Background: an optimization exercise with open tools, aiming at small area. Do not read the settings as production practice. Function was checked by simulation only, so behaviour that the tests miss may differ from the original. Power and IR drop assume default switching activity.

$ cat design/flow/config.mk
export PLATFORM = sky130hd
export DESIGN_NAME = top_module
export DESIGN_NICKNAME = top_module
export VERILOG_FILES = /design/flow/design.v
export SDC_FILE = /design/flow/constraint.sdc
export NUM_CORES = 4
export LEC_CHECK = 0
export CAP_MARGIN = 20
export CORE_MARGIN = 2
export CORE_UTILIZATION = 40
export PLACE_DENSITY = 0.6
export SLEW_MARGIN = 20
$ cat design/flow/constraint.sdc
create_clock -name core_clock -period 10.0 [get_ports {clk}]
set_input_delay 2.0000 -clock core_clock [delete_from_list [all_inputs] [get_ports {clk}]]
set_output_delay 2.0000 -clock core_clock [all_outputs]
set_load 0.01 [all_outputs]
$ cat design/flow/design.v
`timescale 1ns / 1ps
module clk_divider(
	input clk_in,
	input rst,
	output reg divided_clk,
	output tick
    );
parameter toggle_value = 24;  
reg [24:0] cnt; 
assign tick = (cnt==toggle_value) && !divided_clk;
always@(posedge clk_in or posedge rst)
begin
	if (rst) begin
		cnt <= 0;
		divided_clk <= 0;
	end
	else begin
		if (cnt==toggle_value) begin
			cnt <= 0;
			divided_clk <= ~divided_clk;
		end
		else begin
			cnt <= cnt +1;
			divided_clk <= divided_clk;		
		end
	end
end
endmodule
`timescale 1ns / 1ps
module debouncer(
	input 		clk,
	input 		en,
	input 		rst,
	input 		noisy_in,  
	output reg 	clean_out  
    );
reg noisy_in_reg;
reg clean_out_tmp1;  
reg clean_out_tmp2;  
always@(posedge clk or posedge rst)
begin
	if (rst==1'b1) begin
		noisy_in_reg <= 0;
		clean_out_tmp1 <= 0;
		clean_out_tmp2 <= 0;
		clean_out <= 0;
	end
	else if (en) begin
		noisy_in_reg <= noisy_in; 
		clean_out_tmp1 <= noisy_in_reg;
		clean_out_tmp2 <= clean_out_tmp1;
		clean_out <= ~clean_out_tmp2 & clean_out_tmp1;  
	end
end
endmodule
`timescale 1ns / 1ps
module elevator(
input clk_50hz, rst,
input tick,
input floor_0_p,
floor_1_p,
floor_2_p,
floor_3_p,
floor_4_p,
direction_1,
direction_2,
direction_3,
floor_0_d,
floor_1_d,
floor_2_d,
floor_3_d,
floor_4_d,
output  led_inside_0,
led_inside_1,
led_inside_2,
led_inside_3,
led_inside_4,
led_outside_0,
led_outside_1,
led_outside_2,
led_outside_3,
led_outside_4,
led_busy,
output reg [7:0] a,b,c,d,e,f,g,p
);
reg led_busy_reg;
assign led_busy = led_busy_reg; 
	reg [4:0]Lig_All;
    reg [4:0]Elev_Put;
	reg PosLoc;
	reg [2:0] regression;
    assign led_inside_0 =Lig_All[0];
    assign led_inside_1 =Lig_All[1]; 
	assign led_inside_2 =Lig_All[2]; 
	assign led_inside_3 =Lig_All[3]; 
	assign led_inside_4 =Lig_All[4]; 
    reg Current_way,way_want,push_button;
	reg [9:0] Say;
	reg Layer1,Layer2,Layer3,Layer4,Layer5;
    reg [2:0] pressed,Inner_Me,DirMe,FinishPart;
    assign led_outside_0 = Elev_Put[0];
    assign led_outside_1 = Elev_Put[1]; 
	assign led_outside_2 = Elev_Put[2]; 
	assign led_outside_3 = Elev_Put[3]; 
	assign led_outside_4 = Elev_Put[4]; 
    reg first;
    always @ (posedge clk_50hz)
        begin
            if(rst==0) 
                begin
					first<=0;
					led_busy_reg<=0;
					Lig_All<=0;
					Elev_Put<=0;
                    push_button<=0;
                    Inner_Me<=7;
					PosLoc<=1;
                    Current_way<=0;
                    DirMe<=7;
                    FinishPart<=7;
                    regression<=0;
                    way_want<=0;
                    Say<=1;
                    pressed<=7;
                    Layer1<=0;
                    Layer2<=0;
                    Layer3<=0;
                    Layer4<=0;
                    Layer5<=0;
                end
            else if(tick)
                begin
                   	Layer1<=floor_0_d;
                    Layer2<=floor_1_d;
                    Layer3<=floor_2_d;
                    Layer4<=floor_3_d;
                    Layer5<=floor_4_d;
					p<=8'b11111111;
					a[7]<=1;
					b[7]<=1;
					c[7]<=1;
					d[7]<=1;
					a[6]<=1;
					b[6]<=1;
					c[6]<=1;
					d[6]<=1;
					e[6]<=1;
					f[6]<=1;
					g[6]<=0;
					e[7]<=1;
					f[7]<=1;
					g[7]<=0;
					if(PosLoc)
					   begin
                            a[5]<=1;
                            b[5]<=0;
                            c[5]<=0;
                            d[5]<=1;
                            e[5]<=1;
                            f[5]<=1;
                            g[5]<=1;					   
					   end
					else if(Current_way) 
					   begin
                            a[5]<=1;
                            b[5]<=0;
                            c[5]<=0;
                            d[5]<=0;
                            e[5]<=0;
                            f[5]<=1;
                            g[5]<=0;					   
					   end	
					else
					   begin
                            a[5]<=1;
                            b[5]<=0;
                            c[5]<=0;
                            d[5]<=0;
                            e[5]<=0;
                            f[5]<=0;
                            g[5]<=1;					   
					   end						   
					 if(PosLoc)
					   begin
                            a[4]<=1;
                            b[4]<=0;
                            c[4]<=0;
                            d[4]<=0;
                            e[4]<=0;
                            f[4]<=1;
                            g[4]<=0;					   
					   end							
					 else if(Current_way)
					   begin
                            a[4]<=0;
                            b[4]<=0;
                            c[4]<=0;
                            d[4]<=0;
                            e[4]<=0;
                            f[4]<=0;
                            g[4]<=1;					   
					   end									
				    else 
					   begin
                            a[4]<=0;
                            b[4]<=0;
                            c[4]<=1;
                            d[4]<=1;
                            e[4]<=0;
                            f[4]<=0;
                            g[4]<=0;					   
					   end
					a[3]<=0;
					b[3]<=1;
					c[3]<=1;
					d[3]<=1;
					e[3]<=0;
					f[3]<=0;
					g[3]<=0;
					a[2]<=1;
					b[2]<=1;
					c[2]<=1;
					d[2]<=0;
					e[2]<=0;
					f[2]<=0;
					g[2]<=1;					
					a[1]<=1;
					b[1]<=1;
					c[1]<=1;
					d[1]<=1;
					e[1]<=1;
					f[1]<=1;
					g[1]<=0;					
					if(regression==0)
					   begin
                            a[0]<=0;
                            b[0]<=0;
                            c[0]<=0;
                            d[0]<=0;
                            e[0]<=0;
                            f[0]<=0;
                            g[0]<=1;						   
					   end
					else if(regression==1)
					   begin
                            a[0]<=1;
                            b[0]<=0;
                            c[0]<=0;
                            d[0]<=1;
                            e[0]<=1;
                            f[0]<=1;
                            g[0]<=1;						   
					   end
					else if(regression==2)
					   begin
                            a[0]<=0;
                            b[0]<=0;
                            c[0]<=1;
                            d[0]<=0;
                            e[0]<=0;
                            f[0]<=1;
                            g[0]<=0;						   
					   end
					else if(regression==3)
					   begin
                            a[0]<=0;
                            b[0]<=0;
                            c[0]<=0;
                            d[0]<=0;
                            e[0]<=1;
                            f[0]<=1;
                            g[0]<=0;						   
					   end
					else
					   begin
                            a[0]<=1;
                            b[0]<=1;
                            c[0]<=0;
                            d[0]<=1;
                            e[0]<=1;
                            f[0]<=0;
                            g[0]<=0;						   
					   end					   					   					   					   
                    if(floor_0_p)
                        begin
							way_want<=0;
                            pressed<=0;
                        end
                    else if(floor_1_p)
                        begin
                            way_want<=direction_1;
							pressed<=1;
                        end                
                    else if(floor_2_p)
                        begin
                            way_want<=direction_2;
							pressed<=2;
                        end
                    else if(floor_3_p)
                        begin
							way_want<=direction_3;
                            pressed<=3;
                        end 
                    else if(floor_4_p)
                        begin
							way_want<=1;
                            pressed<=4;
                        end    
                    if(floor_0_d==1 && Layer1==0 ) 
                        begin
							push_button<=1;
                            Inner_Me<=0;
                        end 
                    else if(floor_1_d==1 && Layer2==0 ) 
                        begin
							push_button<=1;
                            Inner_Me<=1;
                        end
                    else if(floor_2_d==1 && Layer3==0 ) 
                        begin
							push_button<=1;
                            Inner_Me<=2;
                        end
                    else if(floor_3_d==1 && Layer4==0 ) 
                        begin
							push_button<=1;
                            Inner_Me<=3;
                        end
                    else if(floor_4_d==1 && Layer5==0 ) 
                        begin
							push_button<=1;
                            Inner_Me<=4;
                        end                                                                        
                    case(regression)
                        3'd0:
                            begin                  
                                if(Say<250)
                                    begin
                                        Say<=Say+1;
                                    end
                                else
                                    begin
										first<=0;
                                        pressed<=7;
                                        Say<=1;
                                        push_button<=0;
										DirMe<=7;
                                        if(pressed!=7 && pressed!=0) 
                                            begin
												regression<=regression+1;
                                                Current_way<=0;
                                                Elev_Put[pressed]<=1;
												PosLoc<=0;
                                                FinishPart<=pressed;   
                                            end     
                                        else if(push_button && Inner_Me!=0)
                                            begin
                                                Lig_All[Inner_Me]<=1;
												FinishPart<=Inner_Me;  
                                                regression<=regression+1;
                                                Current_way<=0;
												PosLoc<=0;
                                            end
										else
										  begin
											  PosLoc<=1;
											  Elev_Put[0]<=0;
										      Lig_All[0]<=0;
											if(first)
											 begin
											     led_busy_reg<=1;
											 end
											else
											     led_busy_reg<=0;
                                          end
                                    end
                            end
                        3'd1:
                            begin
								first<=1;
                                if(Say<250)
                                    begin
                                        Say<=Say+1;
                                    end
                                else
                                    begin       
                                        push_button<=0;
										Say<=1;
                                        pressed<=7;
                                        if(FinishPart==1 && PosLoc==0)    
                                            begin
												led_busy_reg<=1;
												PosLoc<=1;
												Elev_Put[1]<=0;
												FinishPart<=7;
												Lig_All[1]<=0;
                                            end
                                        else if(DirMe==1 && PosLoc==0)    
                                            begin
												led_busy_reg<=1;
                                                DirMe<=7;
												Elev_Put[1]<=0;
                                                Lig_All[1]<=0;
                                            end											
                                        else 
											begin
												led_busy_reg<=0;
												if(PosLoc==0)
													begin
														if(Current_way==0)
															regression<=regression+1;
														else
															regression<=regression-1;
													end
												if(pressed!=7 &&  pressed!=1) 
													begin
														if(PosLoc==1)
															begin
															    Elev_Put[pressed]<=1;
																FinishPart<=pressed;
																PosLoc<=0;
																DirMe<=7;
																if(pressed>1)
																	Current_way<=0;
																else
																	Current_way<=1;
															end
														else if(Current_way==0) 
															begin
																if(pressed<2) 
																    begin
																    end
																else if(pressed<FinishPart && way_want ==Current_way)
																	begin
																	   DirMe<=pressed;
																	   Elev_Put[pressed]<=1;
																	end
															end
														else
															begin
															end                                                    
													end
												else if(push_button && Inner_Me!=1)
													begin
														if(PosLoc==1)
															begin
															    Lig_All[Inner_Me]<=1;
																FinishPart<=Inner_Me;
																PosLoc<=0;
																DirMe<=7;
																if(Inner_Me>1)
																	Current_way<=0;
																else
																	Current_way<=1;
															end													
														else if(Current_way==0)
															begin
																if(Inner_Me<2)
																    begin
																    end
																else if(Inner_Me<FinishPart)
																    begin
																	   DirMe<=Inner_Me;
																	   Lig_All[Inner_Me]<=1;
																	end
															end
														else
															begin
															end
													end
											end
                                    end
                            end
                        3'd2:
                            begin
                                if(Say<250)
                                    begin
                                        Say<=Say+1;
                                    end
                                else
                                    begin   
                                        push_button<=0;
										Say<=1;
                                        pressed<=7;    
                                        if(FinishPart==2 && PosLoc==0)    
                                            begin
												led_busy_reg<=1;
                                                Lig_All[2]<=0;
												Elev_Put[2]<=0;
												FinishPart<=7;
												PosLoc<=1;
                                            end
                                        else if(DirMe==2 && PosLoc==0)    
                                            begin
												led_busy_reg<=1;
                                                Lig_All[2]<=0;
												DirMe<=7;
                                                Elev_Put[2]<=0;
                                            end											
                                        else 
											begin
												led_busy_reg<=0;
												if(PosLoc==0)
													begin
														if(Current_way==0)
															regression<=regression+1;
														else
															regression<=regression-1;
													end
												if(pressed!=7 &&  pressed!=2) 
													begin
														if(PosLoc==1)
															begin
															    Elev_Put[pressed]<=1;
																FinishPart<=pressed;
																PosLoc<=0;
																DirMe<=7;
																if(pressed>2)
																	Current_way<=0;
																else
																	Current_way<=1;
															end
														else if(Current_way==0) 
															begin
																if(pressed<3) 
																    begin
																    end
																else if(pressed<FinishPart && way_want ==Current_way)
																	begin
																		DirMe<=pressed;
																	    Elev_Put[pressed]<=1;
																	end
															end
														else
															begin
																if(pressed>=2) 
																    begin
																    end
																else if(pressed>FinishPart && way_want ==Current_way)
																	begin
																		DirMe<=pressed;
																	   Elev_Put[pressed]<=1;
																	end
															end                                                    
													end
												else if(push_button && Inner_Me!=2)
													begin
														if(PosLoc==1)
															begin
																FinishPart<=Inner_Me;
																PosLoc<=0;
															    Lig_All[Inner_Me]<=1;
																DirMe<=7;
																if(Inner_Me>2)
																	Current_way<=0;
																else
																	Current_way<=1;
															end													
														else if(Current_way==0) 
															begin
																if(Inner_Me<3)
																    begin
																    end
																else if(Inner_Me<FinishPart)
																    begin
																		DirMe<=Inner_Me;
																	   Lig_All[Inner_Me]<=1;
															         end		
															end
														else
															begin
																if(Inner_Me>=2) 
																    begin
																    end
																else if(Inner_Me>FinishPart)
																	begin
																		Lig_All[Inner_Me]<=1;
																		DirMe<=Inner_Me;
																	end
															end
													end
											end
                                    end
                            end				
                        3'd3:
                            begin
                                if(Say<250)
                                    begin
                                        Say<=Say+1;
                                    end
                                else
                                    begin  
                                        push_button<=0;  
                                        pressed<=7;   
										Say<=1;
                                        if(FinishPart==3 && PosLoc==0)    
                                            begin
												led_busy_reg<=1;
												PosLoc<=1;
												Elev_Put[3]<=0;
												FinishPart<=7;
												Lig_All[3]<=0;
                                            end
                                        else if(DirMe==3 && PosLoc==0)    
                                            begin
												led_busy_reg<=1;
                                                Lig_All[3]<=0;
												DirMe<=7;
                                                Elev_Put[3]<=0;
                                            end											
                                        else 
											begin
												led_busy_reg<=0;
												if(PosLoc==0)
													begin
														if(Current_way==0)
															regression<=regression+1;
														else
															regression<=regression-1;
													end
												if(pressed!=7 &&  pressed!=3)
													begin
														if(PosLoc==1)
															begin
															    Elev_Put[pressed]<=1;
																FinishPart<=pressed;
																PosLoc<=0;
																DirMe<=7;
																if(pressed>3)
																	Current_way<=0;
																else
																	Current_way<=1;
															end
														else if(Current_way==0) 
															begin
															end
														else
															begin
																if(pressed>=3) 
																    begin
																    end
																else if(pressed>FinishPart && way_want ==Current_way)
																	begin
																		DirMe<=pressed;
																	    Elev_Put[pressed]<=1;
																	end
															end                                                    
													end
												else if(push_button && Inner_Me!=3)
													begin
														if(PosLoc==1)
															begin
																FinishPart<=Inner_Me;
																PosLoc<=0;
															    Lig_All[Inner_Me]<=1;
																DirMe<=7;
																if(Inner_Me>3)
																	Current_way<=0;
																else
																	Current_way<=1;
															end													
														else if(Current_way==0)
															begin
															end
														else
															begin
																if(Inner_Me>=3)
																    begin
																    end
																else if(Inner_Me>FinishPart)
																	begin
																		DirMe<=Inner_Me;
																	   Lig_All[Inner_Me]<=1;
																	end
															end
													end
											end
                                    end
                            end				
                        3'd4:
                            begin
                                if(Say<250)
                                    begin
                                        Say<=Say+1;
                                    end
                                else
                                    begin   
                                        push_button<=0; 
                                        pressed<=7;   
										Say<=1;
                                        if(FinishPart==4 && PosLoc==0)    
                                            begin
												led_busy_reg<=1;
                                                FinishPart<=7;
												Lig_All[4]<=0;
												Elev_Put[4]<=0;
												PosLoc<=1;
                                            end
                                        else if(DirMe==3 && PosLoc==0)    
                                            begin
												led_busy_reg<=1;
												DirMe<=7;
                                                Lig_All[4]<=0;
                                                Elev_Put[4]<=0;
                                            end											
                                        else 
											begin
												led_busy_reg<=0;
												if(PosLoc==0)
													begin
														regression<=regression-1;
													end
												if(pressed!=7 &&  pressed!=4)
													begin
														if(PosLoc==1)
															begin
																FinishPart<=pressed;
																PosLoc<=0;
															    Elev_Put[pressed]<=1;
																DirMe<=7;
																Current_way<=1;
															end
														else if(Current_way==0) 
															begin
															end
														else
															begin
																if(pressed>FinishPart && way_want ==Current_way)
																	begin
																		DirMe<=pressed;
																	    Elev_Put[pressed]<=1;
																	end
															end                                                    
													end
												else if(push_button && Inner_Me!=4)
													begin
														if(PosLoc==1)
															begin
																FinishPart<=Inner_Me;
																PosLoc<=0;
															   Lig_All[Inner_Me]<=1;
																DirMe<=7;
																Current_way<=1;
															end													
														else if(Current_way==0)
															begin
															end
														else
															begin
																if(Inner_Me>FinishPart)
																	begin
																		Lig_All[Inner_Me]<=1;
																		DirMe<=Inner_Me;
																	end
															end
													end
											end
                                    end
                            end				            
                endcase
                end
        end
endmodule
`timescale 1ns / 1ps
module ssd(clk,reset,a,b,c,d,e,f,g,p,
		a_out,b_out,c_out,d_out,e_out,f_out,g_out,p_out,
		an
          );
input clk, reset; 
input [7:0] a,b,c,d,e,f,g,p;
output reg a_out,b_out,c_out,d_out,e_out,f_out,g_out,p_out;
output reg [7:0] an;
reg [3:0] state; 
reg [19:0] counter; 
always @ (posedge clk) begin  
	if(reset) begin	 
		state <= 0;  
		counter <= 0;
	end 
	else begin  
		if(counter == 20'h186A0) begin	  
			if (state == 4'b1000) 
				state <= 1;
			else
				state <= state + 1;
			counter <= 0;
		end
		else
			counter <= counter + 1;  
	end
end
always@(posedge clk)
begin
	if(reset) 
	begin
		an[7:0] <= 8'b11111111;
		a_out <= 1;
		b_out  <= 1;
		c_out  <= 1;
		d_out  <= 1;
		e_out  <= 1;
		f_out  <= 1;
		g_out  <= 1;
		p_out  <= 1;
	end
	else if(state == 4'b0001) 
	begin
		an[7:0] <= 8'b11111110;
		a_out  <= a[0];
		b_out  <= b[0];
		c_out  <= c[0];
		d_out  <= d[0];
		e_out  <= e[0];
		f_out  <= f[0];
		g_out  <= g[0];
		p_out  <= p[0];
	end
	else if(state == 4'b0010) 
	begin
		an[7:0] <= 8'b11111101;
		a_out  <= a[1];
		b_out  <= b[1];
		c_out  <= c[1];
		d_out  <= d[1];
		e_out  <= e[1];
		f_out  <= f[1];
		g_out  <= g[1];
		p_out  <= p[1];
	end
	else if(state == 4'b0011) 
	begin
		an[7:0] <= 8'b11111011;
		a_out  <= a[2];
		b_out  <= b[2];
		c_out  <= c[2];
		d_out  <= d[2];
		e_out  <= e[2];
		f_out  <= f[2];
		g_out  <= g[2];
		p_out  <= p[2];
	end
	else if(state == 4'b0100)	
	begin
		an[7:0] <= 8'b11110111;
		a_out  <= a[3];
		b_out  <= b[3];
		c_out  <= c[3];
		d_out  <= d[3];
		e_out  <= e[3];
		f_out  <= f[3];
		g_out  <= g[3];
		p_out  <= p[3];
	end
	else if(state == 4'b0101)	
	begin
		an[7:0] <= 8'b11101111;
		a_out  <= a[4];
		b_out  <= b[4];
		c_out  <= c[4];
		d_out  <= d[4];
		e_out  <= e[4];
		f_out  <= f[4];
		g_out  <= g[4];
		p_out  <= p[4];
	end
	else if(state == 4'b0110)	
	begin
		an[7:0] <= 8'b11011111;
		a_out  <= a[5];
		b_out  <= b[5];
		c_out  <= c[5];
		d_out  <= d[5];
		e_out  <= e[5];
		f_out  <= f[5];
		g_out  <= g[5];
		p_out  <= p[5];
	end
	else if(state == 4'b0111)	
	begin
		an[7:0] <= 8'b10111111;
		a_out  <= a[6];
		b_out  <= b[6];
		c_out  <= c[6];
		d_out  <= d[6];
		e_out  <= e[6];
		f_out  <= f[6];
		g_out  <= g[6];
		p_out  <= p[6];
	end
	else if(state == 4'b1000)	
	begin
		an[7:0] <= 8'b01111111;
		a_out  <= a[7];
		b_out  <= b[7];
		c_out  <= c[7];
		d_out  <= d[7];
		e_out  <= e[7];
		f_out  <= f[7];
		g_out  <= g[7];
		p_out  <= p[7];
	end
	else  
	begin
		an[7:0] <= 8'b11111111;
		a_out  <= 1;
		b_out  <= 1;
		c_out  <= 1;
		d_out  <= 1;
		e_out  <= 1;
		f_out  <= 1;
		g_out  <= 1;
		p_out  <= 1;
	end
end
endmodule
`timescale 1ns / 1ps
module top_module(
    input clk,
    rst,
    floor_0_p,
    floor_1_p,
    floor_2_p,
    floor_3_p,
    floor_4_p,
    direction_1,
    direction_2,
    direction_3,
    floor_0_d,
    floor_1_d,
    floor_2_d,
    floor_3_d,
    floor_4_d,
    output led_inside_0,
    led_inside_1,
    led_inside_2,
    led_inside_3,
    led_inside_4,
    led_outside_0,
    led_outside_1,
    led_outside_2,
    led_outside_3,
    led_outside_4,
    led_busy,
    a_out,b_out,c_out,d_out,e_out,f_out,g_out,p_out,
    output [7:0]an
);
 wire [7:0] a,b,c,d,e,f,g,p;
    wire clk50hz;
    wire tick50hz;
    wire floor_0_p_clean,floor_1_p_clean,floor_2_p_clean,floor_3_p_clean,floor_4_p_clean;
    clk_divider divider(.clk_in(clk), .rst(!rst), .divided_clk(clk50hz), .tick(tick50hz));
    debouncer pb0(.clk(clk), .en(tick50hz), .rst(!rst), .noisy_in(floor_0_p), .clean_out(floor_0_p_clean));
    debouncer pb1(.clk(clk), .en(tick50hz), .rst(!rst), .noisy_in(floor_1_p), .clean_out(floor_1_p_clean));
    debouncer pb2(.clk(clk), .en(tick50hz), .rst(!rst), .noisy_in(floor_2_p), .clean_out(floor_2_p_clean));
    debouncer pb3(.clk(clk), .en(tick50hz), .rst(!rst), .noisy_in(floor_3_p), .clean_out(floor_3_p_clean));
    debouncer pb4(.clk(clk), .en(tick50hz), .rst(!rst), .noisy_in(floor_4_p), .clean_out(floor_4_p_clean));
    ssd seven_segment_display(clk,!rst,a,b,c,d,e,f,g,p,
		a_out,b_out,c_out,d_out,e_out,f_out,g_out,p_out,
		an);
	elevator elev(
	clk,rst,tick50hz,
	floor_0_p_clean,floor_1_p_clean,floor_2_p_clean,floor_3_p_clean,floor_4_p_clean,
	direction_1,direction_2,direction_3,
	floor_0_d,floor_1_d,floor_2_d,floor_3_d,floor_4_d,
	led_inside_0,led_inside_1,led_inside_2,led_inside_3,led_inside_4,
	led_outside_0,led_outside_1,led_outside_2,led_outside_3,led_outside_4, led_busy,
	a,b,c,d,e,f,g,p);
endmodule
$ cat design/flow/run.sh
#!/bin/bash
# synth_recipe.tcl (not shown) runs the flow's synth.tcl, then flattens the netlist and writes it again
# the make line also repeats each setting of config.mk as NAME=value (left out here)
make -C /OpenROAD-flow-scripts/flow DESIGN_CONFIG=/design/flow/config.mk WORK_HOME=/design/flow/orfs CLKGATE_MAP_FILE= SYNTH_SCRIPT=/design/flow/synth_recipe.tcl finish
==> results_dict.tcl <==
set metrics [dict create \
    fp.dieArea_um2 22800 \
    crit_path_max_fanout 20 \
    syn-cell-area_um2 8650 \
    grt_max_degree 41 \
    rows 53 \
    r2r_end "elev.DirMe[1]$_SDFFE_PN1P_" \
    timing.final.crit_share_pct 40.3 \
    cpLargestDelayFamily "compound AO/OA/AOI/OAI gates" \
    largest_reg_flops 25 \
    critPathBufInv 1 \
    crit_slowest_cell "a21oi_1" \
    hpwl_um 17100 \
    worstMarginPinSlew_ns 1.20 \
    largest-register "divider.cnt" \
    postLayoutCellArea_um2 9860 \
    postCtsSetupBuffers 0 \
    crit_chain "inv_1, ha_1, a21oi_1, a21oi_1, a2111oi_0, a21boi_0, o221a_2, nand4_1, a211o_1" \
    critPathMaxStageDelay_ns 0.82 \
    status "no timing/DRC/antenna violations" \
    wl_um 24700 \
    max-vdd-ir-drop_mv 0.0865 \
    grt_setup_unrepaired "no" \
    fp.dieH_um 151 \
    hp-start "elev.Layer2$_SDFFE_PN0P_" \
    netlist_instances 1077 \
    ys_ff_latch 142 \
    synth-edff-count 11 \
    hold_depth 2 \
    syn_nets 1128 \
    crit_top_cell "a21oi_1" \
    pwr_density_cell_nw_per_um2 125 \
    start_util_pct 40.9 \
    htree_levels 4 \
    post_cts_resized 0 \
    area_growth_pct 14.0 \
    clk_path_buf_depth 2 \
    hold_viol 0 \
    setup-violations-final 0 \
    grt-ovfl-total 0 \
    drtIter0Drc 726 \
    drt-pass1-iter-count 6 \
    cts_hold_buffers 0 \
    max_freq_mhz 248 \
    ys_types 78 \
    routabilityCongestion 0.991 \
    async_reset_ff_share_pct 32.4 \
    ys_top_cells_by_area "dfxtp_1 20%, dfrtp_1 13%, nand2_1 6.5%, ha_1 5.2%, nor2_1 4.7%" \
    via_count 8035 \
    nets 1142 \
    post_route_cells_drive_above_1_share_pct 5.71 \
    critPathKind "flop to flop" \
    max_slew_margin_pct 19.7 \
    power_w 0.00123 \
    grt_pass1_vias 7513 \
    grt_pass1_wl_um 40000 \
    path_clk_slew_ns 0.07 \
    antenna_left 0 \
    cts_tree "built" \
    maxCapViolCount 0 \
    p_leak_nw 3.90 \
    worstReg2RegStart "elev.regression[2]$_SDFFE_PN0P_" \
    vias_per_cell 5.83 \
    wl_per_cell_um 17.9 \
    ys_seq_area_share_pct 36.8 \
    hold_path_class "flop to flop" \
    clock_latency_ns 0.44 \
    antenna_found_initial 0 \
    crit_required_ns 10.32 \
    clock_skew_ns 0.0135 \
    coreArea_um2 21200 \
    fin_hold_ws_ns 0.450 \
    tns_ns 0 \
    report.final.slew_viol_count 0 \
    placed_area_um2 9270 \
    r2r_slack_ns 5.97 \
    synth_ff_type "dfxtp_1" \
    synth_top_area_cell "dfxtp_1" \
    io_pins 42 \
    die_width_um 151 \
    numPortBuffers 40 \
    clock_sinks 142 \
    ys_warn_count 4 \
    period_needed_ns 4.03 \
    antenna_cells 0 \
    reg2regPathDepth 9 \
    start_kind "flop" \
    endpoint_kind "flop" \
    track_usage_pct 22.5 \
    cp.arrival_ns 4.35 \
    whs_endpoint "elev.Layer2$_SDFFE_PN0P_" \
    drcViolationCount 0 \
    synth_top_area_share_pct 19.7 \
    reg_top3 "divider.cnt (25), seven_segment_display.counter (20), elev.Say (10)" \
    cts_made_buffers 17 \
    clockRootBuffer "clkbuf_16" \
    syn_avg_cell_area_um2 8.03 \
]
Yosys cell counts, types with 4 or more instances:
| cell type | instances |
|---|---|
| o21a_1 | 6 |
| nor2b_1 | 12 |
| o21ai_0 | 59 |
| o221ai_1 | 6 |
| nor4_1 | 16 |
| nor3_1 | 26 |
| nor2_1 | 108 |
| nand2b_1 | 15 |
| nand2_1 | 149 |
| or3_1 | 13 |
| a31oi_1 | 10 |
| edfxtp_1 | 11 |
| nor4bb_1 | 4 |
| a21o_1 | 4 |
| nand4_1 | 18 |
| a22oi_1 | 4 |
| nand3_1 | 49 |
| ha_1 | 36 |
| inv_1 | 36 |
| clkbuf_1 | 48 |
| xnor2_1 | 27 |
| dfxtp_1 | 85 |
| a221oi_1 | 4 |
| o31ai_1 | 8 |
| o211ai_1 | 13 |
| nand3b_1 | 8 |
| nor4b_1 | 7 |
| a21oi_1 | 77 |
| nor3b_1 | 8 |
| mux2i_1 | 14 |
| o2111ai_1 | 5 |
| a211o_1 | 6 |
| a211oi_1 | 13 |
| and2_1 | 7 |
| xor2_1 | 23 |
| o22ai_1 | 5 |
| buf_2 | 7 |
| dfrtp_1 | 46 |
| and3_1 | 19 |
final cells by class:
| class | instances | area [um2] |
|---|---|---|
| sequential | 142 | 3180 |
| inverter | 37 | 139 |
| clock inverter | 15 | 170 |
| timing repair buffer | 54 | 500 |
| fill | 2043 | 11300 |
| clock buffer | 17 | 425 |
| tap | 275 | 344 |
| multi-input combinational | 839 | 5100 |
per-stage QoR:
stage	worst slack (ns)	std cells	utilization (%)
2_1_floorplan	6.66	1077	-
3_3_place_gp	5.91	1347	43.8
3_5_place_dp	5.88	1347	43.8
4_1_cts	6.18	1379	46.6
5_1_grt	5.70	1379	46.6
6_report	5.97	1379	46.6
cells in the final DEF (no fill, tap or decap), types with 8 or more instances in the layout:
| master | count |
|---|---|
| nand2b_1 | 15 |
| mux2i_1 | 14 |
| nand3b_1 | 8 |
| nand3_1 | 49 |
| nand4_1 | 18 |
| clkbuf_16 | 17 |
| nor4_1 | 16 |
| nor2b_1 | 12 |
| nor3_1 | 25 |
| xor2_1 | 23 |
| xnor2_1 | 27 |
| nor3b_1 | 8 |
| nor2_1 | 108 |
| dfrtp_1 | 46 |
| a211oi_1 | 13 |
| inv_1 | 36 |
| edfxtp_1 | 11 |
| a31oi_1 | 10 |
| nand2_1 | 149 |
| o211ai_1 | 13 |
| o21ai_0 | 59 |
| o31ai_1 | 8 |
| or3_1 | 13 |
| and3_1 | 19 |
| buf_4 | 14 |
| ha_1 | 36 |
| clkdlybuf4s50_1 | 39 |
| dfxtp_1 | 85 |
| a21oi_1 | 77 |
tightest hold or removal path, cell delays in order (launching register included):
cell and delay [ns]:
dfxtp_1 0.31, nand2_1 0.05, a21oi_1 0.05
routing by layer:
metal	vias to the layer above	track usage [%]	wire length, um
met5	-	0	0
li1	3896	-	-
met4	0	9.77	900
met1	3679	31.0	11200
met3	66	5.96	2260
met2	394	33.0	10300
worst max path at each step:
stage | from | endpoint | slack [ns] | cells after the start
global route | elev.regression[2]$_SDFFE_PN0P_ | elev.DirMe[1]$_SDFFE_PN1P_ | 5.70 | 9
floorplan | rst | elev.a[0]$_SDFFCE_PP0P_ | 6.66 | 4
global placement | rst | seven_segment_display.c_out$_SDFF_PN1_ | 5.91 | 6
finish | elev.regression[2]$_SDFFE_PN0P_ | elev.DirMe[1]$_SDFFE_PN1P_ | 5.97 | 9
CTS | elev.pressed[1]$_SDFFE_PN1P_ | elev.Lig_All[1]$_SDFFE_PN0P_ | 6.18 | 7
detailed placement | rst | seven_segment_display.c_out$_SDFF_PN1_ | 5.88 | 6
where the power goes:
part	internal [W]	switching (W)
clock	0.000336	0.000295
sequential	0.000576	0.00000187
combinational	0.00000800	0.0000134
cell families (layout without fill, tap and decap cells):
group / Yosys count / in the layout / share of synthesized area, %
simple gates: 479 / 479 / 27.5
compound gates: 256 / 256 / 19.1
flops: 142 / 142 / 36.8
buf+inv: 96 / 123 / 4.31
xor+xnor: 50 / 50 / 5.06
fa+ha+maj: 36 / 36 / 5.21
mux: 17 / 17 / 2.01
other cells: 1 / 1 / 0.0433

-- separate check: timing with driven ports --
No port has a modelled driver above. Below, the same layout with a new extraction and two added sets of constraints. Step 1, drivers: a clkbuf_16 drives clk and a buf_2 each remaining input, both assumed. Step 2, shift: input delay + t, output delay - t, t = (earliest + latest rising clock arrival at the registers) / 2. This alone moves slack from input paths to output paths. a / b / c = ideal / step 1 / step 2; a / b = the first two.
shift t [ns]: 0.480
setup slack, ns: 5.966 / 5.966 / 5.942
clock arrival spread, ns: 0.014 / 0.014
slew at the worst register clock pin (ns): 0.07 / 0.07
pins driven straight from the clock port: 1
After both steps setup and hold are still met in this run. For this run, drivers alone change the setup slack by 0.000 ns; drivers and shift together by -0.024 ns.
